This design comes from an exercise in tuning for small area on the open sky130 flow, not from production work.
Where RTL was checked, it was by simulation tests only, not by an equivalence proof against the original.
The RTL of run 6 was laid out without a check of its function.
No run shown here takes its clock network from TritonCTS; it comes from the design's own scripts or RTL.
The clock input has no modelled driver; a real chip could not lean on it and would need a root buffer or a full tree.
Power and IR drop assume default switching activity.

<file path="config.mk">
export PLATFORM = sky130hd
export DESIGN_NAME = uart_main
export DESIGN_NICKNAME = uart_main
export VERILOG_FILES = /design/flow/design.v
export SDC_FILE = /design/flow/constraint.sdc
export NUM_CORES = 4
export LEC_CHECK = 0
export CAP_MARGIN = 20
export CORE_MARGIN = 2
export CORE_UTILIZATION = 40
export GPL_TIMING_DRIVEN = 0
export SLEW_MARGIN = 20
</file>
<file path="constraint.sdc">
create_clock -name core_clock -period 10.0 [get_ports {clk_in}]
set_input_delay 2.0000 -clock core_clock [delete_from_list [all_inputs] [get_ports {clk_in}]]
set_output_delay 2.0000 -clock core_clock [all_outputs]
set_load 0.01 [all_outputs]
</file>
<file path="design.v">
`timescale 1ns / 1ps
module uart_main(
     input logic clk_in,
     input logic  reset,
     input logic [1:0]S,
     input logic Load,
     input logic [7:0]data_board,
     output logic serial_out,
     input logic serial_in,
     output logic [7:0]register
   );
    logic [12:0] txc, txcn;
    logic [1:0] txq;
    wire txeq = (txc == 13'd7478);
    wire txdbl = S[1] ~^ S[0];
    wire txtick = txeq & (txdbl ? (txq[1] & ~txq[0]) : txq[0]);
    assign txcn[0] = txeq ? 1'b1 : txc[12] ^ txc[7];
    assign txcn[1] = txeq ? 1'b0 : txc[0];
    assign txcn[2] = txeq ? 1'b1 : txc[1];
    assign txcn[3] = txeq ? 1'b1 : txc[2];
    assign txcn[4] = txeq ? 1'b1 : txc[3];
    assign txcn[5] = txeq ? 1'b1 : txc[4];
    assign txcn[6] = txeq ? 1'b1 : txc[5];
    assign txcn[7] = txeq ? 1'b0 : txc[6];
    assign txcn[8] = txeq ? 1'b0 : txc[7];
    assign txcn[9] = txeq ? 1'b1 : txc[8];
    assign txcn[10] = txeq ? 1'b0 : txc[9];
    assign txcn[11] = txeq ? S[1] : txc[10];
    assign txcn[12] = txeq ? 1'b1 : txc[11];
    always_ff @(posedge clk_in) begin   
        if (reset) begin
            txc <= 13'd7835;
            txq <= 2'd0;
        end else begin
            txc <= txcn;
            if (txeq) txq <= txq + 2'd1;
        end
    end
    logic [9:0] rxc, rxcn;
    logic rxt;
    wire rxeq = (rxc == 10'd362);
    wire rxtick = rxeq & rxt;
    assign rxcn[0] = rxeq ? 1'b1 : rxc[9] ^ rxc[6];
    assign rxcn[1] = rxeq ? 1'b0 : rxc[0];
    assign rxcn[2] = rxeq ? 1'b1 : rxc[1];
    assign rxcn[3] = rxeq ? ~(~S[1] & S[0]) : rxc[2];
    assign rxcn[4] = rxeq ? ~S[1] : rxc[3];
    assign rxcn[5] = rxeq ? ~S[0] : rxc[4];
    assign rxcn[6] = rxeq ? ~(S[1] & S[0]) : rxc[5];
    assign rxcn[7] = rxeq ? 1'b1 : rxc[6];
    assign rxcn[8] = rxeq ? 1'b1 : rxc[7];
    assign rxcn[9] = rxeq ? S[0] : rxc[8];
    always_ff @(posedge clk_in) begin   
        if (reset) begin
            rxc <= 10'd181;
            rxt <= 1'b0;
        end else begin
            rxc <= rxcn;
            rxt <= rxt ^ rxeq;
        end
    end
    logic [3:0] e;
    logic transmit, a;
    logic [7:0] data_1;
    wire tx_idle = e[3] & ~e[1];
    always_ff @(posedge clk_in or posedge reset) begin
        if (reset) begin
            e <= 4'd8;
        end else if (txtick) begin
            if (tx_idle) begin
                if (transmit) e <= 4'd14;
            end else begin
                e <= e + 4'd1;
            end
        end
    end
    always_ff @(posedge clk_in) begin   
        if (reset) begin
            transmit <= 1'b0;
            a <= 1'b0;
        end else if (txtick && tx_idle) begin
            a <= Load;
            if (!Load) transmit <= a;
        end
    end
    always_ff @(posedge clk_in) begin
        if (txtick && tx_idle && Load) data_1 <= data_board;
    end
    assign serial_out = e[3] ? ~e[0] : data_1[e[2:0]];
    logic [3:0] st, cnt;
    wire rx_idle = st[3] & ~st[1] & st[0];
    wire rx_last = (cnt == 4'd9);
    wire [3:0] st_inc = (st[3] & ~st[0] & ~serial_in) ? st : st + 4'd1;
    always_ff @(posedge clk_in) begin   
        if (reset) begin
            st <= 4'd9;
            cnt <= 4'd0;
        end else if (rxtick) begin
            cnt <= rx_idle ? 4'd0 : cnt + 4'd1;
            if (rx_idle) begin
                st <= serial_in ? 4'd9 : (st[2] ? 4'd13 : 4'd15);
            end else if (rx_last) begin
                st <= st_inc;
            end
        end
    end
    genvar i;
    for (i = 0; i < 8; i = i + 1) begin : g_reg
        always_ff @(posedge clk_in or posedge reset) begin
            if (reset) register[i] <= 1'b0;
            else if (rxtick && rx_last && st == i) register[i] <= serial_in;
        end
    end
endmodule
</file>
<file path="flow/run.sh">
#!/bin/bash
# Layout flow: the standard ORFS flow (standard.sh), with its synthesis unchanged, except that
#  - the combinational logic of the synthesized netlist is re-mapped for area by ABC
#    (flow/resynth.sh); every flip-flop keeps its instance name, cell type and connections;
#  - ports are buffered with buf_1 instead of the default port buffer;
#  - before CTS, flow/cts_hook.tcl gives the logic the smallest cells of the same function
#    and builds a one-level clock tree of CLK_CLUSTERS clock buffers in place of the H-tree.
# Logs: standard_synth.log and standard.log (make), resynth/ (yosys), orfs/logs (each step).
set -euo pipefail
export CLK_BUF=sky130_fd_sc_hd__clkbuf_8
export CLK_CLUSTERS=3
R=$PWD/orfs/results/sky130hd/uart_main/base
bash standard.sh synth > standard_synth.log 2>&1
cp $R/1_2_yosys.v $R/1_2_yosys_standard.v
bash flow/resynth.sh $R/1_2_yosys_standard.v $R/1_2_yosys.v $PWD > resynth.log 2>&1
bash standard.sh \
  BUFFER_PORTS_ARGS="-buffer_cell sky130_fd_sc_hd__buf_1" \
  PRE_CTS_TCL="$PWD/flow/cts_hook.tcl" \
  finish > standard.log 2>&1
</file>
<file path="flow/cts_clusters.tcl">
# Sourced by ORFS cts.tcl before clock tree synthesis (PRE_CTS_TCL).
# The design has a few dozen flip-flops: instead of an H-tree, split the clock sinks into
# CLK_CLUSTERS groups by position (recursive bisection along the wider side) and drive each
# group from one clock buffer of type CLK_BUF placed at the group's centroid, straight from the
# clock port. The buffers are alike and their loads similar, so every register sees about the
# same clock arrival.
rename clock_tree_synthesis orfs_clock_tree_synthesis

proc cts_bisect { items k } {
  # split a list of {iterm x y} into k groups of about equal size
  if { $k <= 1 } { return [list $items] }
  set xs {}
  set ys {}
  foreach it $items { lappend xs [lindex $it 1]; lappend ys [lindex $it 2] }
  set xs [lsort -integer $xs]
  set ys [lsort -integer $ys]
  set key 1
  if { [lindex $ys end] - [lindex $ys 0] > [lindex $xs end] - [lindex $xs 0] } { set key 2 }
  set s [lsort -integer -index $key $items]
  set k1 [expr {$k / 2}]
  set n1 [expr {([llength $s] * $k1 + $k / 2) / $k}]
  set a [lrange $s 0 [expr {$n1 - 1}]]
  set b [lrange $s $n1 end]
  return [concat [cts_bisect $a $k1] [cts_bisect $b [expr {$k - $k1}]]]
}

proc clock_tree_synthesis { args } {
  set block [ord::get_db_block]
  set master [[ord::get_db] findMaster $::env(CLK_BUF)]
  set port_net [$block findNet clk_in]
  set items {}
  foreach iterm [$port_net getITerms] {
    set loc [[$iterm getInst] getLocation]
    lappend items [list $iterm [lindex $loc 0] [lindex $loc 1]]
  }
  $port_net setSigType CLOCK
  set i 0
  foreach grp [cts_bisect $items $::env(CLK_CLUSTERS)] {
    set buf [odb::dbInst_create $block $master clkbuf_leaf_$i]
    set net [odb::dbNet_create $block clknet_leaf_$i]
    $net setSigType CLOCK
    set sx 0
    set sy 0
    foreach it $grp {
      set iterm [lindex $it 0]
      $iterm disconnect
      $iterm connect $net
      set sx [expr {$sx + [lindex $it 1]}]
      set sy [expr {$sy + [lindex $it 2]}]
    }
    set n [llength $grp]
    [$buf findITerm A] connect $port_net
    [$buf findITerm X] connect $net
    $buf setLocation [expr {int($sx / $n)}] [expr {int($sy / $n)}]
    $buf setPlacementStatus PLACED
    puts "clock buffer clkbuf_leaf_$i ($::env(CLK_BUF)) drives $n sinks"
    incr i
  }
}
</file>
<file path="flow/cts_hook.tcl">
# PRE_CTS_TCL hook: downsize the logic, then replace ORFS's H-tree with a one-level clock tree.
set_dont_use $::env(DONT_USE_CELLS)
source [file join [file dirname [info script]] downsize.tcl]
downsize_all
estimate_parasitics -placement
repair_design
source [file join [file dirname [info script]] cts_clusters.tcl]
</file>
<file path="flow/downsize.tcl">
# Give every combinational cell the smallest-area cell of the same function (the design has
# several ns of slack everywhere), then let repair_design fix any slew, capacitance or fanout
# limit that this breaks. Flip-flops keep the cells synthesis gave them.
proc downsize_all {} {
  sta::make_equiv_cells [get_libs *]
  set saved 0.0
  set n 0
  foreach inst [get_cells *] {
    set lc [get_lib_cells -of_objects $inst]
    if { $lc eq "" || $lc eq "NULL" } { continue }
    if { [string match "*df*" [get_name $lc]] } { continue }
    set eq [sta::find_equiv_cells $lc]
    if { $eq eq "" } { continue }
    set best $lc
    set barea [get_property $lc area]
    foreach c $eq {
      if { [get_property $c dont_use] } { continue }
      set a [get_property $c area]
      if { $a < $barea } { set best $c; set barea $a }
    }
    if { $best ne $lc } {
      set saved [expr {$saved + [get_property $lc area] - $barea}]
      incr n
      replace_cell $inst $best
    }
  }
  puts "downsize: $n cells, [format %.1f $saved] um2 less"
}
</file>
<file path="flow/resynth.sh">
#!/bin/bash
# resynth.sh IN.v OUT.v LOGDIR
# Re-map the combinational logic of the standard synthesis netlist IN.v for area, keeping every
# flip-flop instance (its name, cell type and connections) as it is. The library cells of IN.v
# are read as their liberty functions, the flip-flops are kept as black boxes, and ABC maps the
# logic in between with several area scripts; the smallest result is written to OUT.v.
set -euo pipefail
IN=$1; OUT=$2; LOGDIR=$3
YOSYS=$(command -v yosys || echo /OpenROAD-flow-scripts/tools/install/yosys/bin/yosys)
PLAT=${FLOW_HOME:-/OpenROAD-flow-scripts/flow}/platforms/sky130hd
LIB=$PLAT/lib/sky130_fd_sc_hd__tt_025C_1v80.lib
DU=$(sed -n '/DONT_USE_CELLS += /,/^#/p' $PLAT/config.mk | grep -o "sky130_fd_sc_hd__[a-z0-9_]*" | sed 's/^/-dont_use /' | tr '\n' ' ')
WORK=$LOGDIR/resynth
mkdir -p $WORK
i=0
jobs_list=()
for pre in "&st; &syn2" "&st; &synch2" "&st; &dc2" "&st; &syn3" "&st; &syn2; &dc2" \
           "&st; &if -K 6 -a; &st; &syn2" "&st; &syn4" "&st"; do
  for core in "&dch; &nf -a" "&dch -f; &nf -a" "&dch; &nf -a; &st; &dch; &nf -a" "&dch -f; &nf -a -p"; do
    jobs_list+=("&get -n; $pre; $core; &put; topo; dnsize")
  done
done
for pre in "strash; dch -f" "strash; dc2; dch -f" "strash; &get -n; &st; &syn2; &dch -f; &put" \
           "strash; &get -n; &st; &synch2; &put; dch -f" "strash; dc2; dc2; dch -f" \
           "strash; &get -n; &st; &dc2; &dch -f; &put" "strash; ifraig; dc2; dch -f" \
           "strash; &get -n; &st; &syn3; &put; dch -f"; do
  for m in "amap -m" "amap -F 3 -A 8" "amap -m -F 3 -A 8" "amap"; do
    jobs_list+=("$pre; $m; topo; dnsize")
  done
done
for script in "${jobs_list[@]}"; do
    i=$((i+1))
    n=area$i
    echo "$script" > $WORK/$n.abc
    cat > $WORK/$n.ys <<EOS
read_liberty -ignore_miss_func $LIB
read_verilog $IN
hierarchy -top ${FLOW_TOP:-uart_main}
blackbox sky130_fd_sc_hd__df* sky130_fd_sc_hd__edf*
flatten -noscopeinfo
opt -purge
abc -liberty $LIB $DU -script $WORK/$n.abc
opt_clean -purge
hilomap -singleton -hicell sky130_fd_sc_hd__conb_1 HI -locell sky130_fd_sc_hd__conb_1 LO
rename -hide w:*.*
opt_clean -purge
tee -o $WORK/$n.stat stat -liberty $LIB
write_verilog -noattr -nohex -nodec $WORK/$n.v
EOS
    ( $YOSYS -s $WORK/$n.ys > $WORK/$n.log 2>&1 || true ) &
    while [ $(jobs -r | wc -l) -ge ${NUM_CORES:-4} ]; do sleep 0.2; done
done
wait
best=""; best_area=""
for k in $(seq 1 $i); do
  n=area$k
  a=$(grep -s "Chip area" $WORK/$n.stat | awk '{print $NF}' || true)
  if [[ -z "$a" ]]; then echo "$n: failed"; continue; fi
  echo "$n: $a  ($(cat $WORK/$n.abc))"
  if [[ -z "$best_area" ]] || awk "BEGIN{exit !($a < $best_area)}"; then best=$n; best_area=$a; fi
done
[[ -n "$best" ]] || { echo "no resynthesis result"; exit 1; }
echo "best: $best ($best_area)"
cp $WORK/$best.v $OUT
</file>
<file path="standard.sh">
#!/bin/bash
# synth_recipe.tcl (not shown) runs the flow's synth.tcl, then flattens the netlist and writes it again
# the make line also repeats each setting of config.mk as NAME=value (left out here)
make -C /OpenROAD-flow-scripts/flow DESIGN_CONFIG=/design/flow/config.mk WORK_HOME=/design/flow/orfs CLKGATE_MAP_FILE= SYNTH_SCRIPT=/design/flow/synth_recipe.tcl "${@:-finish}"
</file>
==> impl_metrics.ini, run 1 <==
[synthesis]
yosysWarningCount = 1
syn-num-nets = 232
syn_area_per_cell_um2 = 9.52
synth_area_mm2 = 0.00208
netlist_instances = 218

[drt]
via_per_inst = 4.80
wl_mm = 3.48
dr_total_vias = 1503
first_pass_iters = 4
drc = 0
ant_nets = 0
wl_per_cell_um = 11.1
drtIter0Drc = 116

[timing]
hold-worst-slack_ps = 441
min_period_ps = 4300
timing.slew.headroom_pct = 39.1
rsz0062_at_grt = false
setup_tns_ps = 0
final_hold_viol_count = 0
worst_pin_slew_ps = 913
setup_viol = 0
fmax_mhz = 232
fin_crit_sh_pct = 43.0
fin_skew_ps = 9.55
maxSlewViolCount = 0

[floorplan]
pin_count = 23
core_area_mm2 = 0.00504
die_h_um = 76.0
dieWidth_um = 76.0
die-area_mm2 = 0.00578
core.rowCount = 26
initial_core_util_pct = 41.2

[placement]
gp_congestion = 0.807
dp_hpwl_mm = 2.51
port_buffers = 22
place_area_mm2 = 0.00225

[setup_path]
path_class = in2reg
path_max_fanout = 9
reg2reg_from = txc[3]$_SDFF_PP1_
worstSetupStartpoint = S[1]
worstPathRequired_ps = 9800
reg2reg_depth = 9
worst_setup_path_end_kind = flop
rrSetupSlack_ps = 6800
worst_setup_path_start_kind = input pin
cp_data_arrival_time_ps = 4100
reg2reg_to = data_1[6]$_DFFE_PP_

[global_routing]
grt_remaining_overflow = 0
grt_use_met3_pct = 0.948
grt_max_degree = 24
antenna_found_initial = 0
grt_pass1_vias = 1372
met1_usage_pct = 18.4
grt_pass1_wl_mm = 6.07
grt_util_met2_pct = 19.1
busiest_layer = met2
track_usage_pct = 12.0

[clock_network]
clock_latency_ps = 170
post-cts-setup-buffers = 0
hold_buffers = 0
cts.clk_slew.worst_paths_ps = 110
cts_resized = 0

[job]
drv_cap = 0

[power_and_ir_drop]
ir_worst_vdd_v = 0.0000889
leakage_nw = 0.765
power_density_mw_per_mm2 = 148
total_power_mw = 0.339

[run_status]
outcome = complete, no violations

[hold_path]
hp-start = txc[7]$_SDFF_PP1_
hold_depth = 2
hold_path_class = reg2reg
hold_path_end = txc[8]$_SDFF_PP0_

[layout]
diodes = 0
final_cell_area_mm2 = 0.00229
regArea_mm2 = 0.00126
final_common_cell = dfxtp_1
multi_input_area_um2 = 719
final_cell_mix = 36 x dfxtp_1, 31 x nor2_1, 25 x clkinv_1, 22 x buf_1, 17 x a21oi_1
drive_gt1_share_pct = 1.65
area_growth_pct = 10.2
nFillCells = 505
nets = 259
-- cell type report --
class                      count  area share (%)
sequential                    56            55.2
multi-input combinational    137            31.5
inverter                      25            4.10
tap                           70            3.83
timing repair buffer          22            3.61
buffer                         3            1.81
-- worst max path at each step --
stage,to,cells after the start
after global placement,data_1[1]$_DFFE_PP_,9
after detailed placement,data_1[1]$_DFFE_PP_,9
final,data_1[6]$_DFFE_PP_,9
after floorplan,data_1[0]$_DFFE_PP_,8
after global routing,data_1[1]$_DFFE_PP_,9
after CTS,data_1[1]$_DFFE_PP_,9
-- registers in the layout, indices dropped and copies added, names as in the netlist --
name      count
txc          13
rxc          10
data_1        8
register      8
cnt           4
e             4
st            4
txq           2
a             1
rxt           1
transmit      1
-- per-stage QoR --
step / instances / setup slack (ps) / utilization, %
3_5_place_dp: 310 / 5450 / 44.5
4_1_cts: 313 / 5440 / 45.4
3_3_place_gp: 310 / 5480 / 44.5
5_1_grt: 313 / 5340 / 45.4
2_1_floorplan: 218 / 6020 / -
6_report: 313 / 5700 / 45.4
-- power breakdown --
part           internal, mW  switching (mW)  total [mW]
registers             0.236         0.00397       0.240
logic               0.00668          0.0103      0.0170
clock network        0.0280          0.0540      0.0820
-- worst max-delay path, cell delays in order --
cell	delay, ps
buf_1	120
clkinv_1	110
o21ai_0	220
a21oi_1	60
a211oi_1	340
clkinv_1	180
nor3_1	290
clkinv_1	190
nor2b_1	600
-- per-layer routing --
metal,wire (µm),up-vias,part of all wire (%)
met2,1480,16,43
met3,90,5,2.6
met4,55,0,1.6
met1,1850,670,53
li1,-,812,-
met5,0,-,0
==> run 2, diff against run 1 <==
--- a/config.mk
+++ b/config.mk
@@ -8,5 +8,4 @@
 export CAP_MARGIN = 20
 export CORE_MARGIN = 2
 export CORE_UTILIZATION = 40
-export GPL_TIMING_DRIVEN = 0
 export SLEW_MARGIN = 20
==> impl_metrics.ini, run 2 <==
[power_and_ir_drop]
p_sw_share_pct = 20.1
total_power_mw = 0.339
ir_worst_vdd_v = 0.0000901
p_switching_mw = 0.0682
power_density_mw_per_mm2 = 148
p_int_mw = 0.271
leakage_nw = 0.767
p_clk_share_pct = 24.1
seq_power_share_pct = 70.8
comb_power_share_pct = 5.1

[floorplan]
core.rowCount = 26
die_h_um = 76.0
dieWidth_um = 76.0
die-area_mm2 = 0.00578
initial_core_util_pct = 41.2
pin_count = 23
core_area_mm2 = 0.00504

[hold_path]
hold_path_class = reg2reg
hold_depth = 1

[placement]
place_ws_ps = 5440
gp_congestion = 0.782
dp_hpwl_mm = 2.59
place_area_mm2 = 0.00226
port_buffers = 22

[drt]
wl_mm = 3.61
drc = 0
dr_total_vias = 1520
first_pass_iters = 4
drtIter0Drc = 109
wl_met1_mm = 1.90
wl_per_cell_um = 11.5
ant_nets = 0
via_per_inst = 4.83
wl_met3_um = 114
wl_met2_mm = 1.56
top_layer = met4

[layout]
regArea_mm2 = 0.00126
reg_top3 = txc (13), rxc (10)
nFillCells = 512
final_cell_mix = 36 x dfxtp_1, 31 x nor2_1, 25 x clkinv_1, 22 x buf_1, 17 x a21oi_1
diodes = 0
top_register = txc
drive_gt1_share_pct = 1.63
largest_reg_flops = 13
final_common_cell = dfxtp_1
nets = 261
area_growth_pct = 10.5
multi_input_area_um2 = 719
final_cell_area_mm2 = 0.00229

[timing]
setup_viol = 0
fin_skew_ps = 8.15
fin_crit_sh_pct = 43.7
min_period_ps = 4370
setup_tns_ps = 0
fmax_mhz = 229
timing.slew.headroom_pct = 38.2
final_hold_viol_count = 0
worst_pin_slew_ps = 927
maxSlewViolCount = 0
rsz0062_at_grt = false
setup_ws_ps = 5630

[setup_path]
worst_setup_path_start_kind = input pin
worst_setup_path_end_kind = flop
reg2reg_depth = 9
cp_data_arrival_time_ps = 4180
slowest_delay_ps = 590
worstPathRequired_ps = 9800
path_max_fanout = 9
path_cells = buf_1 -> clkinv_1 -> o21ai_0 -> a21oi_1 -> a211oi_1 -> clkinv_1 -> nor3_1 -> clkinv_1 -> nor2b_1
crit_slowest_cell = nor2b_1
path_class = in2reg
critical_path.most_common_cell = clkinv_1

[synthesis]
yosysWarningCount = 1
syn-num-nets = 232
syn_area_per_cell_um2 = 9.52
netlist_instances = 218
synth_area_mm2 = 0.00208

[clock_network]
clock_latency_ps = 170
hold_buffers = 0
cts.clk_slew.worst_paths_ps = 110
cts_resized = 0
post-cts-setup-buffers = 0

[global_routing]
grt_pass1_wl_mm = 6.16
antenna_found_initial = 0
track_usage_pct = 12.3
grt_max_degree = 24
grt_pass1_vias = 1343
grt_remaining_overflow = 0

[run_status]
outcome = complete, no violations

[job]
drv_cap = 0
==> run 2: metrics by stage <==
| stage | utilization [%] | hold WS, ps | std cells |
|---|---|---|---|
| 3_3_place_gp | 44.8 | 431 | 312 |
| 2_1_floorplan | - | 406 | 218 |
| 5_1_grt | 45.5 | 480 | 315 |
| 3_5_place_dp | 44.8 | 432 | 312 |
| 4_1_cts | 45.5 | 432 | 315 |
| 6_report | 45.5 | 452 | 315 |
==> run 2: critical path, delay by kind of cell <==
family	cells	cell delay, ps
buffers and inverters	4	580
and+or+nand+nor	2	900
AOI/OAI and AO/OA	3	700
==> run 2: power groups by stage <==
stage          registers (mW)  clock network, mW  logic [mW]
2_1_floorplan           0.244                  0      0.0112
4_1_cts                 0.245             0.0614      0.0176
5_1_grt                 0.241             0.0940      0.0202
6_report                0.240             0.0815      0.0173
3_3_place_gp            0.245                  0      0.0175
3_5_place_dp            0.245                  0      0.0178
==> run 2: worst paths after layout <==
path	end	start	slack, ps
setup / recovery	data_1[4]$_DFFE_PP_	S[1]	5630
hold / removal	txc[4]$_SDFF_PP1_	txc[3]$_SDFF_PP1_	450
setup reg to reg	data_1[4]$_DFFE_PP_	txc[3]$_SDFF_PP1_	6810
hold reg to reg	txc[4]$_SDFF_PP1_	txc[3]$_SDFF_PP1_	450
max in group asynchronous	e[3]$_DFFE_PP1P_	reset	7230
min in group asynchronous	register[6]$_DFFE_PP0P_	reset	2400
==> run 2: final cells by class <==
| type | instances | share of cell area [%] |
|---|---|---|
| plain buffers | 3 | 1.80 |
| inverters | 25 | 4.09 |
| multi-input cells | 137 | 31.4 |
| flip-flops and latches | 56 | 55.0 |
| well taps | 70 | 3.82 |
| repair buffers | 24 | 3.93 |
==> run 2: metal layers <==
metal | vias to the layer above | GRT usage, %
li1 | 807 | -
met1 | 692 | 18.5
met2 | 16 | 20.2
met3 | 5 | 1.07
met4 | 0 | 1.09
met5 | - | 0
==> run 3, diff against run 2 <==
--- a/design.v
+++ b/design.v
@@ -89,14 +89,14 @@
     assign serial_out = e[3] ? ~e[0] : data_1[e[2:0]];
     logic [3:0] st, cnt;
     wire rx_idle = st[3] & ~st[1] & st[0];
-    wire rx_last = (cnt == 4'd9);
+    wire rx_last = (cnt == 4'd15);
     wire [3:0] st_inc = (st[3] & ~st[0] & ~serial_in) ? st : st + 4'd1;
     always_ff @(posedge clk_in) begin   
         if (reset) begin
             st <= 4'd9;
-            cnt <= 4'd0;
+            cnt <= 4'd6;
         end else if (rxtick) begin
-            cnt <= rx_idle ? 4'd0 : cnt + 4'd1;
+            cnt <= rx_idle ? 4'd6 : cnt + 4'd1;
             if (rx_idle) begin
                 st <= serial_in ? 4'd9 : (st[2] ? 4'd13 : 4'd15);
             end else if (rx_last) begin
--- a/config.mk
+++ b/config.mk
@@ -8,4 +8,5 @@
 export CAP_MARGIN = 20
 export CORE_MARGIN = 2
 export CORE_UTILIZATION = 40
+export GPL_TIMING_DRIVEN = 0
 export SLEW_MARGIN = 20
==> impl_metrics.ini, run 3 <==
[run_status]
outcome = complete, no violations

[drt]
drtIter0Drc = 84
wl_per_cell_um = 11.0
drc = 0
via_per_inst = 5.01
wl_mm = 3.38
first_pass_iters = 4
ant_nets = 0
dr_total_vias = 1542

[clock_network]
cts_resized = 0
hold_buffers = 0
clock_latency_ps = 160
post-cts-setup-buffers = 0
cts.clk_slew.worst_paths_ps = 110

[timing]
fin_crit_sh_pct = 41.4
final_hold_viol_count = 0
timing.slew.headroom_pct = 42.8
worst_pin_slew_ps = 858
min_period_ps = 4140
maxSlewViolCount = 0
fin_skew_ps = 6.32
rsz0062_at_grt = false
setup_viol = 0
setup_tns_ps = 0
fmax_mhz = 242

[global_routing]
antenna_found_initial = 0
track_usage_pct = 12.0
grt_remaining_overflow = 0
grt_pass1_wl_mm = 6.14
grt_max_degree = 25
grt_pass1_vias = 1417

[hold_path]
hold_depth = 2
hold_path_class = reg2reg

[setup_path]
slowest_delay_ps = 870
worst_setup_path_start_kind = input pin
path_max_fanout = 24
worstPathRequired_ps = 10100
path_class = in2reg
path_cells = buf_1 -> clkinv_1 -> o21ai_0 -> clkinv_1 -> o21ai_0
cp_data_arrival_time_ps = 4230
crit_slowest_cell = clkinv_1
reg2reg_depth = 11
worst_setup_path_end_kind = flop

[power_and_ir_drop]
p_sw_share_pct = 20.1
p_clk_share_pct = 24.3
p_int_mw = 0.270
seq_power_share_pct = 70.7
comb_power_share_pct = 5.0
ir_worst_vdd_v = 0.000130
power_density_mw_per_mm2 = 148
p_switching_mw = 0.0680
leakage_nw = 0.753

[floorplan]
die_h_um = 76.0
die-area_mm2 = 0.00577
core.rowCount = 26
pin_count = 23
dieWidth_um = 76.0
core_area_mm2 = 0.00504
initial_core_util_pct = 41.1

[layout]
final_cell_area_mm2 = 0.00228
nets = 254
drive_gt1_share_pct = 1.68
top_register = txc
reg_top3 = txc (13), rxc (10)
diodes = 0
largest_reg_flops = 13
area_growth_pct = 10.2
fin_util_pct = 45.3
stdcell_count = 308
final_common_cell = dfxtp_1
final_cell_mix = 36 x dfxtp_1, 29 x nor2_1, 23 x clkinv_1, 22 x buf_1, 16 x o21ai_0

[synthesis]
yosysWarningCount = 1
syn-num-nets = 227
netlist_instances = 213
synth_area_mm2 = 0.00207
syn_area_per_cell_um2 = 9.72

[placement]
place_area_mm2 = 0.00224
placedCellCount = 305
dp_hpwl_mm = 2.48
port_buffers = 22
gp_congestion = 0.760

[job]
drv_cap = 0
[run 3: final timing paths]
check,startpoint,endpoint,slack (ps)
worst max-delay path,reset,cnt[1]$_SDFFE_PP1P_,5860
worst min-delay path,rxc[5]$_SDFF_PP1_,rxc[6]$_SDFF_PP0_,440
worst max register to register,rxc[0]$_SDFF_PP1_,register[0]$_DFFE_PP0P_,6880
worst min register to register,rxc[5]$_SDFF_PP1_,rxc[6]$_SDFF_PP0_,440
max in group asynchronous,reset,e[3]$_DFFE_PP1P_,7360
min in group asynchronous,reset,e[0]$_DFFE_PP0P_,2270
[run 3: power by group through the flow]
stage / registers (mW) / logic, mW / clock network, mW
after floorplan: 0.243 / 0.0113 / 0
after global placement: 0.244 / 0.0172 / 0
after detailed placement: 0.244 / 0.0173 / 0
after CTS: 0.244 / 0.0174 / 0.0614
after global routing: 0.240 / 0.0200 / 0.0946
final: 0.239 / 0.0170 / 0.0820
[run 3: layer usage]
| metal | track usage (%) | part of all wire, % | wire (µm) | vias up |
|---|---|---|---|---|
| li1 | - | - | - | 805 |
| met1 | 16.8 | 49 | 1670 | 710 |
| met2 | 21.0 | 46 | 1560 | 23 |
| met3 | 0.833 | 3.0 | 101 | 4 |
| met4 | 1.64 | 1.6 | 55 | 0 |
| met5 | 0 | 0 | 0 | - |
[run 3: through the flow]
step / hold WS [ps] / total power, mW / worst slack [ps]
2_1_floorplan: 400 / 0.255 / 6860
5_1_grt: 466 / 0.355 / 5440
6_report: 440 / 0.338 / 5860
3_5_place_dp: 423 / 0.262 / 5560
4_1_cts: 423 / 0.323 / 5550
3_3_place_gp: 411 / 0.262 / 5500
[run 3: final cells by class]
type / instances / area, µm²
Fill cell: 519 / 2760
Sequential cell: 56 / 1260
Multi-Input combinational cell: 134 / 722
Tap cell: 70 / 87.6
Inverter: 23 / 86.3
Timing Repair Buffer: 22 / 82.6
Buffer: 3 / 41.3
[run 3: critical path, delay by kind of cell]
family / cells / cell delay, ps
AO/OA/AOI/OAI: 2 / 580
buffers and inverters: 3 / 1650
==> run 4, diff against run 3 <==
--- a/design.v
+++ b/design.v
@@ -38,21 +38,21 @@
     end
     logic [9:0] rxc, rxcn;
     logic rxt;
-    wire rxeq = (rxc == 10'd362);
+    wire rxeq = (rxc == 10'd181);
     wire rxtick = rxeq & rxt;
-    assign rxcn[0] = rxeq ? 1'b1 : rxc[9] ^ rxc[6];
-    assign rxcn[1] = rxeq ? 1'b0 : rxc[0];
-    assign rxcn[2] = rxeq ? 1'b1 : rxc[1];
-    assign rxcn[3] = rxeq ? ~(~S[1] & S[0]) : rxc[2];
-    assign rxcn[4] = rxeq ? ~S[1] : rxc[3];
-    assign rxcn[5] = rxeq ? ~S[0] : rxc[4];
-    assign rxcn[6] = rxeq ? ~(S[1] & S[0]) : rxc[5];
+    assign rxcn[0] = rxeq ? 1'b0 : rxc[9] ^ rxc[6];
+    assign rxcn[1] = rxeq ? 1'b1 : rxc[0];
+    assign rxcn[2] = rxeq ? ~(~S[1] & S[0]) : rxc[1];
+    assign rxcn[3] = rxeq ? ~S[1] : rxc[2];
+    assign rxcn[4] = rxeq ? ~S[0] : rxc[3];
+    assign rxcn[5] = rxeq ? ~(S[1] & S[0]) : rxc[4];
+    assign rxcn[6] = rxeq ? 1'b1 : rxc[5];
     assign rxcn[7] = rxeq ? 1'b1 : rxc[6];
-    assign rxcn[8] = rxeq ? 1'b1 : rxc[7];
-    assign rxcn[9] = rxeq ? S[0] : rxc[8];
+    assign rxcn[8] = rxeq ? S[0] : rxc[7];
+    assign rxcn[9] = rxeq ? 1'b0 : rxc[8];
     always_ff @(posedge clk_in) begin   
         if (reset) begin
-            rxc <= 10'd181;
+            rxc <= 10'd90;
             rxt <= 1'b0;
         end else begin
             rxc <= rxcn;
==> impl_metrics.ini, run 4 <==
[run_status]
outcome = complete, no violations

[clock_network]
hold_buffers = 0
clock_latency_ps = 160
post-cts-setup-buffers = 0
cts.clk_slew.worst_paths_ps = 110
cts_resized = 0

[drt]
first_pass_iters = 4
drc = 0
ant_nets = 0
drtIter0Drc = 59
dr_total_vias = 1513
via_per_inst = 4.85
wl_per_cell_um = 11.5
wl_mm = 3.58

[synthesis]
syn_area_per_cell_um2 = 9.56
syn-num-nets = 230
netlist_instances = 216
yosysWarningCount = 1
synth_area_mm2 = 0.00206

[floorplan]
pin_count = 23
core_area_mm2 = 0.00504
initial_core_util_pct = 40.9
die-area_mm2 = 0.00575
core.rowCount = 26
die_h_um = 75.8
dieWidth_um = 75.8

[timing]
min_period_ps = 3740
maxSlewViolCount = 0
worst_pin_slew_ps = 756
fin_skew_ps = 6.99
final_hold_viol_count = 0
fin_crit_sh_pct = 37.4
setup_viol = 0
timing.slew.headroom_pct = 49.2
setup_ws_ps = 6260
setup_tns_ps = 0
rsz0062_at_grt = false
fmax_mhz = 268

[layout]
diodes = 0
largest_reg_flops = 13
final_common_cell = dfxtp_1
drive_gt1_share_pct = 2.07
final_cell_mix = 36 x dfxtp_1, 32 x nor2_1, 29 x clkinv_1, 22 x buf_1, 16 x nand2_1
top_register = txc
nFillCells = 509
reg_top3 = txc (13), rxc (10)
nets = 258
area_growth_pct = 10.8

[power_and_ir_drop]
leakage_nw = 0.801
ir_worst_vdd_v = 0.0000941
power_density_mw_per_mm2 = 145

[placement]
port_buffers = 22
gp_congestion = 0.800
place_ws_ps = 5830
dp_hpwl_mm = 2.58

[setup_path]
path_max_fanout = 8
path_class = in2reg
worst_setup_path_start_kind = input pin
worstPathRequired_ps = 9810
worst_setup_path_end_kind = flop
cp_data_arrival_time_ps = 3550

[global_routing]
grt_pass1_wl_mm = 6.13
grt_max_degree = 28
track_usage_pct = 13.1
grt_remaining_overflow = 0
antenna_found_initial = 0
grt_pass1_vias = 1381

[hold_path]
hold_path_class = reg2reg

[job]
drv_cap = 0
## run 4: changes by cell type in the layout (fill, tap and decap cells not counted), sizes merged, moves of 5 or more
cell and delta:
a21oi +5, clkinv +6, nor3 -5, o21ai -7, o22ai +5, o31ai -6
## run 4: metal layers
metal  up-vias  track usage [%]  routed length (µm)  part of all wire, %
met5         -                0                   0                    0
met4         0             1.36                  49                  1.4
met3         5            0.926                  92                  2.6
met2        17             23.1                1660                   46
met1       685             18.3                1770                   50
li1        806                -                   -                    -
## run 4: layout make-up
class	instances	area [µm²]	area share [%]
timing repair buffer	23	93.8	4.10
tap	70	87.6	3.83
multi-input combinational	131	693	30.3
sequential	56	1260	55.2
buffer	3	41.3	1.81
inverter	29	109	4.76
## run 4: worst paths after layout
check / cells past startpoint / endpoint / slack, ps / startpoint
max: 7 / data_1[6]$_DFFE_PP_ / 6260 / S[1]
max reg2reg: 7 / data_1[6]$_DFFE_PP_ / 6920 / txc[9]$_SDFF_PP1_
min reg2reg: 1 / txc[10]$_SDFF_PP1_ / 440 / txc[9]$_SDFF_PP1_
min: 1 / txc[10]$_SDFF_PP1_ / 440 / txc[9]$_SDFF_PP1_
max in group asynchronous: 3 / e[3]$_DFFE_PP1P_ / 7550 / reset
min in group asynchronous: 3 / e[1]$_DFFE_PP0P_ / 2120 / reset
## run 4: through the flow
step	area (µm²)	hold WS (ps)	std cells	util [%]	total power, mW
2_1_floorplan	2060	400	216	-	0.249
4_1_cts	2280	421	311	45.1	0.316
3_3_place_gp	2230	419	308	44.3	0.255
5_1_grt	2290	483	312	45.4	0.348
6_report	2290	444	312	45.4	0.333
3_5_place_dp	2230	421	308	44.3	0.255
## run 4: power breakdown
group | switching (mW) | total [mW] | internal [mW] | leakage [nW]
Combinational | 0.00748 | 0.0126 | 0.00510 | 0.294
Sequential | 0.00304 | 0.238 | 0.234 | 0.486
Clock | 0.0545 | 0.0825 | 0.0280 | 0.0216
## run 4: critical path, stage by stage
cell and delay [ps]:
buf_1 90, clkinv_1 120, o22ai_1 200, o211ai_1 210, nor2_1 230, clkinv_1 130
nor2b_1 560
==> run 5, diff against run 4 <==
--- a/flow/cts_hook.tcl
+++ b/flow/cts_hook.tcl
@@ -2,6 +2,7 @@
 set_dont_use $::env(DONT_USE_CELLS)
 source [file join [file dirname [info script]] downsize.tcl]
 downsize_all
+upsize_loaded_buffers
 estimate_parasitics -placement
 repair_design
 source [file join [file dirname [info script]] cts_clusters.tcl]
--- a/flow/downsize.tcl
+++ b/flow/downsize.tcl
@@ -26,3 +26,21 @@
   }
   puts "downsize: $n cells, [format %.1f $saved] um2 less"
 }
+
+# A buf_1 port buffer (the reset input) that drives many pins gets a buf_2: otherwise the
+# repair after global routing buffers its net with a much larger cell.
+proc upsize_loaded_buffers { {min_loads 16} } {
+  set buf2 [get_lib_cells */sky130_fd_sc_hd__buf_2]
+  foreach inst [get_cells *] {
+    set lc [get_lib_cells -of_objects $inst]
+    if { $lc eq "" || $lc eq "NULL" } { continue }
+    if { [get_name $lc] ne "sky130_fd_sc_hd__buf_1" } { continue }
+    set out [get_pins -of_objects $inst -filter "direction == output"]
+    set net [get_nets -of_objects $out]
+    set loads [llength [get_pins -of_objects $net -filter "direction == input"]]
+    if { $loads >= $min_loads } {
+      puts "upsize [get_full_name $inst] to buf_2: $loads loads"
+      replace_cell $inst $buf2
+    }
+  }
+}
==> impl_metrics.ini, run 5 <==
[global_routing]
grt_pass1_vias = 1381
grt_pass1_wl_mm = 6.13
grt_max_degree = 28
grt_remaining_overflow = 0
track_usage_pct = 13.1
antenna_found_initial = 0

[layout]
final_cell_mix = 36 x dfxtp_1, 32 x nor2_1, 29 x clkinv_1, 21 x buf_1, 16 x nand2_1
regArea_mm2 = 0.00126
fin_util_pct = 45.2
drive_gt1_share_pct = 2.07
multi_input_area_um2 = 693
largest_reg_flops = 13
diodes = 0
area_growth_pct = 10.3
nets = 257
top_register = txc
final_cell_area_mm2 = 0.00228
reg_top3 = txc (13), rxc (10)
nFillCells = 510
final_common_cell = dfxtp_1

[synthesis]
yosysWarningCount = 1
syn_area_per_cell_um2 = 9.56
synth_area_mm2 = 0.00206
syn-num-nets = 230
netlist_instances = 216

[timing]
fin_skew_ps = 7.12
worst_pin_slew_ps = 755
min_period_ps = 3740
fmax_mhz = 267
setup_viol = 0
setup_tns_ps = 0
maxSlewViolCount = 0
fin_crit_sh_pct = 37.4
timing.slew.headroom_pct = 49.2
rsz0062_at_grt = false
final_hold_viol_count = 0
setup_ws_ps = 6260

[hold_path]
hp-start = txc[9]$_SDFF_PP1_
hold_path_class = reg2reg
hold_depth = 1
hold_path_end = txc[10]$_SDFF_PP1_

[setup_path]
worst_setup_path_end_kind = flop
cp_data_arrival_time_ps = 3550
reg2reg_from = txc[9]$_SDFF_PP1_
worst_setup_path_start_kind = input pin
path_max_fanout = 8
reg2reg_to = data_1[6]$_DFFE_PP_
rrSetupSlack_ps = 6910
path_class = in2reg
worstPathRequired_ps = 9810
reg2reg_depth = 7

[floorplan]
core.rowCount = 26
die-area_mm2 = 0.00575
die_h_um = 75.8
initial_core_util_pct = 40.9
dieWidth_um = 75.8
core_area_mm2 = 0.00504
pin_count = 23

[drt]
wl_mm = 3.54
wl_per_cell_um = 11.4
drc = 0
via_per_inst = 4.86
ant_nets = 0
dr_total_vias = 1512
first_pass_iters = 4
drtIter0Drc = 45

[clock_network]
post-cts-setup-buffers = 0
hold_buffers = 0
cts.clk_slew.worst_paths_ps = 110
clock_latency_ps = 160
cts_resized = 0

[run_status]
outcome = complete, no violations

[job]
drv_cap = 0

[placement]
place_ws_ps = 5830
gp_congestion = 0.800
dp_hpwl_mm = 2.58
port_buffers = 22
place_area_mm2 = 0.00223

[power_and_ir_drop]
leakage_nw = 0.797
ir_worst_vdd_v = 0.0000988
total_power_mw = 0.332
power_density_mw_per_mm2 = 146
==> run 5: layout make-up <==
cell class / count / area share [%]
inverter: 29 / 4.78
sequential: 56 / 55.4
multi-input combinational: 131 / 30.4
timing repair buffer: 22 / 3.68
buffer: 3 / 1.81
tap: 70 / 3.85
==> run 5: routing by layer <==
layer / share of wire (%) / GRT usage (%)
met2: 47 / 23.1
met4: 1.4 / 1.36
met1: 49 / 18.3
met5: 0 / 0
met3: 2.4 / 0.926
==> run 5: where the power goes <==
part	switching, mW	total, mW	leakage (nW)	internal [mW]
Combinational	0.00729	0.0121	0.290	0.00476
Clock	0.0545	0.0825	0.0216	0.0280
Sequential	0.00305	0.238	0.486	0.234
Total	0.0649	0.332	0.797	0.267
==> run 5: worst max-delay path, stage by stage <==
cell	delay, ps
buf_1	90
clkinv_1	120
o22ai_1	200
o211ai_1	220
nor2_1	230
clkinv_1	130
nor2b_1	560
==> run 5: worst max path at each step <==
stage / end / slack [ps] / start / cells past startpoint
detailed placement: st[2]$_SDFFE_PP0P_ / 5830 / reset / 4
CTS: data_1[5]$_DFFE_PP_ / 6040 / S[1] / 7
global route: data_1[4]$_DFFE_PP_ / 6020 / S[1] / 7
finish: data_1[6]$_DFFE_PP_ / 6260 / S[1] / 7
global placement: st[2]$_SDFFE_PP0P_ / 5830 / reset / 4
floorplan: data_1[0]$_DFFE_PP_ / 6510 / S[1] / 6
==> run 5: per-stage QoR <==
stage / hold slack, ps / instances
2_1_floorplan: 400 / 216
3_3_place_gp: 419 / 308
3_5_place_dp: 421 / 308
4_1_cts: 421 / 311
5_1_grt: 483 / 311
6_report: 444 / 311
==> run 6, diff against run 5 <==
--- a/design.v
+++ b/design.v
@@ -9,7 +9,8 @@
      input logic serial_in,
      output logic [7:0]register
    );
-    logic [12:0] txc, txcn;
+    logic [12:0] txs, txc, txcn;
+    assign txc = txs ^ 13'd2730;
     logic [1:0] txq;
     wire txeq = (txc == 13'd7478);
     wire txdbl = S[1] ~^ S[0];
@@ -29,14 +30,15 @@
     assign txcn[12] = txeq ? 1'b1 : txc[11];
     always_ff @(posedge clk_in) begin   
         if (reset) begin
-            txc <= 13'd7835;
+            txs <= 13'd5169;
             txq <= 2'd0;
         end else begin
-            txc <= txcn;
+            txs <= txcn ^ 13'd2730;
             if (txeq) txq <= txq + 2'd1;
         end
     end
-    logic [9:0] rxc, rxcn;
+    logic [9:0] rxs, rxc, rxcn;
+    assign rxc = rxs ^ 10'd341;
     logic rxt;
     wire rxeq = (rxc == 10'd181);
     wire rxtick = rxeq & rxt;
@@ -52,10 +54,10 @@
     assign rxcn[9] = rxeq ? 1'b0 : rxc[8];
     always_ff @(posedge clk_in) begin   
         if (reset) begin
-            rxc <= 10'd90;
+            rxs <= 10'd271;
             rxt <= 1'b0;
         end else begin
-            rxc <= rxcn;
+            rxs <= rxcn ^ 10'd341;
             rxt <= rxt ^ rxeq;
         end
     end
--- a/flow/resynth.sh
+++ b/flow/resynth.sh
@@ -11,7 +11,8 @@
 LIB=$PLAT/lib/sky130_fd_sc_hd__tt_025C_1v80.lib
 DU=$(sed -n '/DONT_USE_CELLS += /,/^#/p' $PLAT/config.mk | grep -o "sky130_fd_sc_hd__[a-z0-9_]*" | sed 's/^/-dont_use /' | tr '\n' ' ')
 WORK=$LOGDIR/resynth
-mkdir -p $WORK
+mkdir -p $WORK $WORK/tmp
+export TMPDIR=$WORK/tmp   # yosys-abc temporary folders stay inside the work folder
 i=0
 jobs_list=()
 for pre in "&st; &syn2" "&st; &synch2" "&st; &dc2" "&st; &syn3" "&st; &syn2; &dc2" \
==> impl_metrics.ini, run 6 <==
[run_status]
outcome = complete, no violations

[setup_path]
path_max_fanout = 25
worst_setup_path_end_kind = flop
worst_setup_path_start_kind = input pin
reg2reg_from = txs[1]$_SDFF_PP0_
worstSetupStartpoint = reset
reg2reg_to = data_1[7]$_DFFE_PP_
cp_data_arrival_time_ps = 3930
critical_path.endpoint = st[2]$_SDFFE_PP0P_
reg2reg_depth = 6
path_class = in2reg
rrSetupSlack_ps = 7160
worstPathRequired_ps = 10060

[clock_network]
post-cts-setup-buffers = 0
hold_buffers = 0
cts.clk_slew.worst_paths_ps = 110
clock_latency_ps = 170
cts_resized = 0

[power_and_ir_drop]
leakage_nw = 0.777
total_power_mw = 0.332
power_density_mw_per_mm2 = 147
ir_worst_vdd_v = 0.000127

[synthesis]
netlist_instances = 210
syn_area_per_cell_um2 = 9.72
syn-num-nets = 224
synth_area_mm2 = 0.00204
yosysWarningCount = 1

[placement]
gp_congestion = 0.858
placedCellCount = 302
dp_hpwl_mm = 2.49
place_ws_ps = 5210
place_area_mm2 = 0.00221
port_buffers = 22

[drt]
wl_mm = 3.50
drtIter0Drc = 81
dr_total_vias = 1537
via_per_inst = 5.04
drc = 0
wl_per_cell_um = 11.5
ant_nets = 0
first_pass_iters = 4

[floorplan]
pin_count = 23
initial_core_util_pct = 40.8
core.rowCount = 26
die-area_mm2 = 0.00569
dieWidth_um = 75.5
core_area_mm2 = 0.00501
die_h_um = 75.5

[timing]
timing.slew.headroom_pct = 46.2
hold-worst-slack_ps = 395
worst_pin_slew_ps = 802
fin_skew_ps = 9.84
fmax_mhz = 258
rsz0062_at_grt = false
final_hold_viol_count = 0
setup_ws_ps = 6120
fin_crit_sh_pct = 38.8
min_period_ps = 3880
setup_tns_ps = 0
setup_viol = 0
maxSlewViolCount = 0

[global_routing]
antenna_found_initial = 0
grt_max_degree = 26
grt_remaining_overflow = 0
grt_pass1_wl_mm = 5.61
grt_pass1_vias = 1314
track_usage_pct = 12.0

[layout]
largest_reg_flops = 13
stdcell_count = 305
final_cell_mix = 36 x dfxtp_1, 34 x nor2_1, 22 x clkinv_1, 21 x buf_1, 16 x o21ai_0
nFillCells = 525
final_common_cell = dfxtp_1
final_cell_area_mm2 = 0.00225
drive_gt1_share_pct = 2.13
top_register = txs
nets = 251
fin_util_pct = 45.0
reg_top3 = txs (13), rxs (10)
area_growth_pct = 10.4
diodes = 0

[job]
drv_cap = 0

[hold_path]
hold_path_class = reg2reg
[run 6: how the worst min path moves through the flow]
stage | start | to | slack, ps | depth (start not counted)
after floorplan | rxs[0]$_SDFF_PP1_ | rxs[1]$_SDFF_PP1_ | 360 | 1
after global placement | txs[4]$_SDFF_PP1_ | txs[5]$_SDFF_PP1_ | 370 | 1
after detailed placement | txs[4]$_SDFF_PP1_ | txs[5]$_SDFF_PP1_ | 380 | 1
after CTS | rxs[0]$_SDFF_PP1_ | rxs[1]$_SDFF_PP1_ | 380 | 1
after global routing | txs[9]$_SDFF_PP0_ | txs[10]$_SDFF_PP1_ | 410 | 1
final | txs[11]$_SDFF_PP0_ | txs[12]$_SDFF_PP1_ | 390 | 1
[run 6: area by class of cell]
class | count | area [µm²] | area share (%)
well taps | 70 | 87.6 | 3.88
plain buffers | 3 | 41.3 | 1.83
flip-flops and latches | 56 | 1260 | 56.0
inverters | 22 | 82.6 | 3.66
multi-input cells | 132 | 697 | 30.9
repair buffers | 22 | 83.8 | 3.72
[run 6: critical path, cell delays in order]
cell and delay (ps):
buf_2 310, clkinv_1 740, o21ai_0 450, clkinv_1 180, o311ai_0 120, o31ai_1 120
[run 6: layer usage]
| metal | global-route usage, % | part of all wire (%) |
|---|---|---|
| met5 | 0 | 0 |
| met4 | 2.14 | 1.9 |
| met3 | 1.19 | 2.7 |
| met2 | 20.0 | 44 |
| met1 | 17.2 | 51 |
[run 6: power breakdown]
part	switching, mW	internal [mW]	leakage, nW
Sequential	0.00294	0.235	0.480
Combinational	0.00742	0.00424	0.275
Clock	0.0551	0.0280	0.0216
==> run 7, diff against run 6 <==
--- a/design.v
+++ b/design.v
@@ -12,25 +12,25 @@
     logic [12:0] txs, txc, txcn;
     assign txc = txs ^ 13'd2730;
     logic [1:0] txq;
-    wire txeq = (txc == 13'd7478);
+    wire txeq = (txc == 13'd4006);
     wire txdbl = S[1] ~^ S[0];
     wire txtick = txeq & (txdbl ? (txq[1] & ~txq[0]) : txq[0]);
     assign txcn[0] = txeq ? 1'b1 : txc[12] ^ txc[7];
-    assign txcn[1] = txeq ? 1'b0 : txc[0];
+    assign txcn[1] = txeq ? 1'b1 : txc[0];
     assign txcn[2] = txeq ? 1'b1 : txc[1];
     assign txcn[3] = txeq ? 1'b1 : txc[2];
-    assign txcn[4] = txeq ? 1'b1 : txc[3];
-    assign txcn[5] = txeq ? 1'b1 : txc[4];
+    assign txcn[4] = txeq ? 1'b0 : txc[3];
+    assign txcn[5] = txeq ? 1'b0 : txc[4];
     assign txcn[6] = txeq ? 1'b1 : txc[5];
     assign txcn[7] = txeq ? 1'b0 : txc[6];
-    assign txcn[8] = txeq ? 1'b0 : txc[7];
+    assign txcn[8] = txeq ? S[1] : txc[7];
     assign txcn[9] = txeq ? 1'b1 : txc[8];
-    assign txcn[10] = txeq ? 1'b0 : txc[9];
-    assign txcn[11] = txeq ? S[1] : txc[10];
+    assign txcn[10] = txeq ? 1'b1 : txc[9];
+    assign txcn[11] = txeq ? 1'b1 : txc[10];
     assign txcn[12] = txeq ? 1'b1 : txc[11];
     always_ff @(posedge clk_in) begin   
         if (reset) begin
-            txs <= 13'd5169;
+            txs <= 13'd7545;
             txq <= 2'd0;
         end else begin
             txs <= txcn ^ 13'd2730;
@@ -40,21 +40,21 @@
     logic [9:0] rxs, rxc, rxcn;
     assign rxc = rxs ^ 10'd341;
     logic rxt;
-    wire rxeq = (rxc == 10'd181);
+    wire rxeq = (rxc == 10'd362);
     wire rxtick = rxeq & rxt;
-    assign rxcn[0] = rxeq ? 1'b0 : rxc[9] ^ rxc[6];
-    assign rxcn[1] = rxeq ? 1'b1 : rxc[0];
-    assign rxcn[2] = rxeq ? ~(~S[1] & S[0]) : rxc[1];
-    assign rxcn[3] = rxeq ? ~S[1] : rxc[2];
-    assign rxcn[4] = rxeq ? ~S[0] : rxc[3];
-    assign rxcn[5] = rxeq ? ~(S[1] & S[0]) : rxc[4];
-    assign rxcn[6] = rxeq ? 1'b1 : rxc[5];
+    assign rxcn[0] = rxeq ? 1'b1 : rxc[9] ^ rxc[6];
+    assign rxcn[1] = rxeq ? 1'b0 : rxc[0];
+    assign rxcn[2] = rxeq ? 1'b1 : rxc[1];
+    assign rxcn[3] = rxeq ? ~(~S[1] & S[0]) : rxc[2];
+    assign rxcn[4] = rxeq ? ~S[1] : rxc[3];
+    assign rxcn[5] = rxeq ? ~S[0] : rxc[4];
+    assign rxcn[6] = rxeq ? ~(S[1] & S[0]) : rxc[5];
     assign rxcn[7] = rxeq ? 1'b1 : rxc[6];
-    assign rxcn[8] = rxeq ? S[0] : rxc[7];
-    assign rxcn[9] = rxeq ? 1'b0 : rxc[8];
+    assign rxcn[8] = rxeq ? 1'b1 : rxc[7];
+    assign rxcn[9] = rxeq ? S[0] : rxc[8];
     always_ff @(posedge clk_in) begin   
         if (reset) begin
-            rxs <= 10'd271;
+            rxs <= 10'd480;
             rxt <= 1'b0;
         end else begin
             rxs <= rxcn ^ 10'd341;
==> impl_metrics.ini, run 7 <==
[setup_path]
rrSetupSlack_ps = 7100
reg2reg_to = data_1[0]$_DFFE_PP_
path_max_fanout = 8
reg2reg_from = txs[4]$_SDFF_PP1_
worst_setup_path_start_kind = input pin
cp_data_arrival_time_ps = 3720
path_class = in2reg
cp_num_buf_inv = 2
worst_setup_path_end_kind = flop
crit_slowest_cell = nor2b_1
worstPathRequired_ps = 9810
crit_family = simple AND/OR/NAND/NOR gates
path_cells = buf_1 -> clkinv_1 -> o22ai_1 -> nor2_1 -> a211o_1 -> or2_0 -> nor2b_1
slowest_delay_ps = 580
reg2reg_depth = 6

[global_routing]
grt_pass1_wl_mm = 5.98
grt_remaining_overflow = 0
track_usage_pct = 12.8
antenna_found_initial = 0
grt_max_degree = 32
grt_pass1_vias = 1350

[drt]
drc = 0
via_per_inst = 4.88
wl_per_cell_um = 11.6
drtIter0Drc = 48
dr_total_vias = 1475
wl_mm = 3.50
first_pass_iters = 4
ant_nets = 0

[floorplan]
die-area_mm2 = 0.00565
die_h_um = 75.2
dieWidth_um = 75.2
core_area_mm2 = 0.00482
core.rowCount = 25
pin_count = 23
initial_core_util_pct = 42.1

[placement]
dp_hpwl_mm = 2.44
gp_congestion = 0.781
port_buffers = 22

[timing]
setup_viol = 0
rsz0062_at_grt = false
timing.slew.headroom_pct = 39.2
min_period_ps = 3910
fin_crit_sh_pct = 39.1
setup_tns_ps = 0
maxSlewViolCount = 0
fmax_mhz = 256
worst_pin_slew_ps = 906
fin_skew_ps = 3.99
final_hold_viol_count = 0

[power_and_ir_drop]
power_density_mw_per_mm2 = 152
total_power_mw = 0.340
ir_worst_vdd_v = 0.000105
leakage_nw = 0.780

[layout]
largest_reg_flops = 13
final_common_cell = nor2_1
nets = 251
reg_top3 = txs (13), rxs (10)
area_growth_pct = 10.3
top_register = txs
final_cell_mix = 41 x nor2_1, 36 x dfxtp_1, 23 x nand2_1, 21 x buf_1, 17 x clkinv_1
nFillCells = 468
drive_gt1_share_pct = 2.13
diodes = 0

[hold_path]
hold_path_end = txs[5]$_SDFF_PP1_
hold_depth = 1
hold_path_class = reg2reg
hp-start = txs[4]$_SDFF_PP1_

[synthesis]
syn-num-nets = 224
netlist_instances = 210
yosysWarningCount = 1
synth_area_mm2 = 0.00203
syn_area_per_cell_um2 = 9.65

[job]
drv_cap = 0

[clock_network]
clock_latency_ps = 160
hold_buffers = 0
cts.clk_slew.worst_paths_ps = 110
cts_resized = 0
post-cts-setup-buffers = 0

[run_status]
outcome = complete, no violations
run 7: cell types whose count changed in the layout (fill, tap and decap cells not counted), moves of 3 or more:
cell / previous run / this run
clkinv_1: 22 / 17
nand2_1: 15 / 23
nor2_1: 34 / 41
nor3_1: 13 / 10
o21ai_0: 16 / 8
o31ai_1: 10 / 2
run 7: worst register-to-register path, cell delays in order, from the launching register on:
cell       delay, ps
dfxtp_1          320
nand4bb_1        180
or4_1            380
or4_1            500
a211o_1          320
or2_0            250
nor2b_1          580
run 7: worst max-delay path by stage:
stage / to / start / slack (ps) / depth (start not counted)
3_3_place_gp: st[2]$_SDFFE_PP0P_ / reset / 5540 / 4
3_5_place_dp: st[2]$_SDFFE_PP0P_ / reset / 5560 / 4
2_1_floorplan: data_1[0]$_DFFE_PP_ / S[0] / 6370 / 6
6_report: data_1[0]$_DFFE_PP_ / S[1] / 6090 / 7
4_1_cts: data_1[2]$_DFFE_PP_ / S[1] / 5860 / 7
5_1_grt: data_1[1]$_DFFE_PP_ / S[1] / 5940 / 7
run 7: where the power goes:
part / internal [mW] / switching (mW)
Clock: 0.0281 / 0.0560
Combinational: 0.00638 / 0.00984
Sequential: 0.235 / 0.00424
Total: 0.270 / 0.0701
run 7: layout make-up:
cell class / count / area, µm² / share of cell area, %
flip-flops and latches: 56 / 1260 / 56.5
multi-input cells: 137 / 701 / 31.3
repair buffers: 22 / 83.8 / 3.75
inverters: 17 / 63.8 / 2.85
plain buffers: 3 / 41.3 / 1.85
well taps: 67 / 83.8 / 3.75
run 7: layer usage:
| layer | wire (µm) | vias up | track usage, % |
|---|---|---|---|
| li1 | - | 792 | - |
| met1 | 1920 | 656 | 19.9 |
| met2 | 1400 | 23 | 20.1 |
| met3 | 118 | 4 | 0.937 |
| met4 | 53 | 0 | 1.75 |
| met5 | 0 | - | 0 |
run 7: stage by stage:
| stage | instance area (µm²) | instances | hold slack, ps | setup slack [ps] | utilization [%] |
|---|---|---|---|---|---|
| 2_1_floorplan | 2030 | 210 | 362 | 6370 | - |
| 3_3_place_gp | 2190 | 299 | 369 | 5540 | 45.5 |
| 3_5_place_dp | 2190 | 299 | 375 | 5560 | 45.5 |
| 4_1_cts | 2240 | 302 | 375 | 5860 | 46.4 |
| 5_1_grt | 2240 | 302 | 416 | 5940 | 46.4 |
| 6_report | 2240 | 302 | 399 | 6090 | 46.4 |

## separate check: timing with driven ports
In the flow no input, the clock included, has a driving cell. The finished layouts below were timed again as built, in two steps. Step 1 (the two cells are an assumption about what drives the block):
set clk [get_ports {clk_in}]
set_driving_cell -lib_cell sky130_fd_sc_hd__clkbuf_16 $clk
set_driving_cell -lib_cell sky130_fd_sc_hd__buf_2 [delete_from_list [all_inputs] $clk]
Step 2 times the ports against the registers' clock, not the clock port: input delays grow and output delays shrink by t, the midpoint of the rising clock arrivals with the driver on. Slacks: ideal ports / drivers / drivers and shift; pairs: ideal ports / drivers.
run | shift t [ns] | setup WS [ns] | latest minus earliest clock arrival (ns) | slew at the worst register clock pin (ns) | worst data-port slew with drivers (ns)
run 1 | 0.208 | 5.697 / 5.724 / 5.516 | 0.010 / 0.010 | 0.11 / 0.11 | 0.03
run 2 | 0.210 | 5.627 / 5.654 / 5.444 | 0.009 / 0.009 | 0.11 / 0.11 | 0.03
run 3 | 0.208 | 5.862 / 5.882 / 5.674 | 0.007 / 0.007 | 0.11 / 0.11 | 0.04
run 4 | 0.206 | 6.265 / 6.287 / 6.081 | 0.008 / 0.008 | 0.11 / 0.11 | 0.03
run 5 | 0.206 | 6.259 / 6.281 / 6.075 | 0.008 / 0.008 | 0.11 / 0.11 | 0.03
run 6 | 0.212 | 6.124 / 6.152 / 5.940 | 0.010 / 0.010 | 0.11 / 0.11 | 0.03
run 7 | 0.210 | 6.090 / 6.108 / 5.897 | 0.005 / 0.005 | 0.11 / 0.11 | 0.03
After both steps setup and hold are still met in every run listed. The setup slack of run 7, which loses most, moves by +0.018 ns with the drivers and by -0.193 ns with both steps.
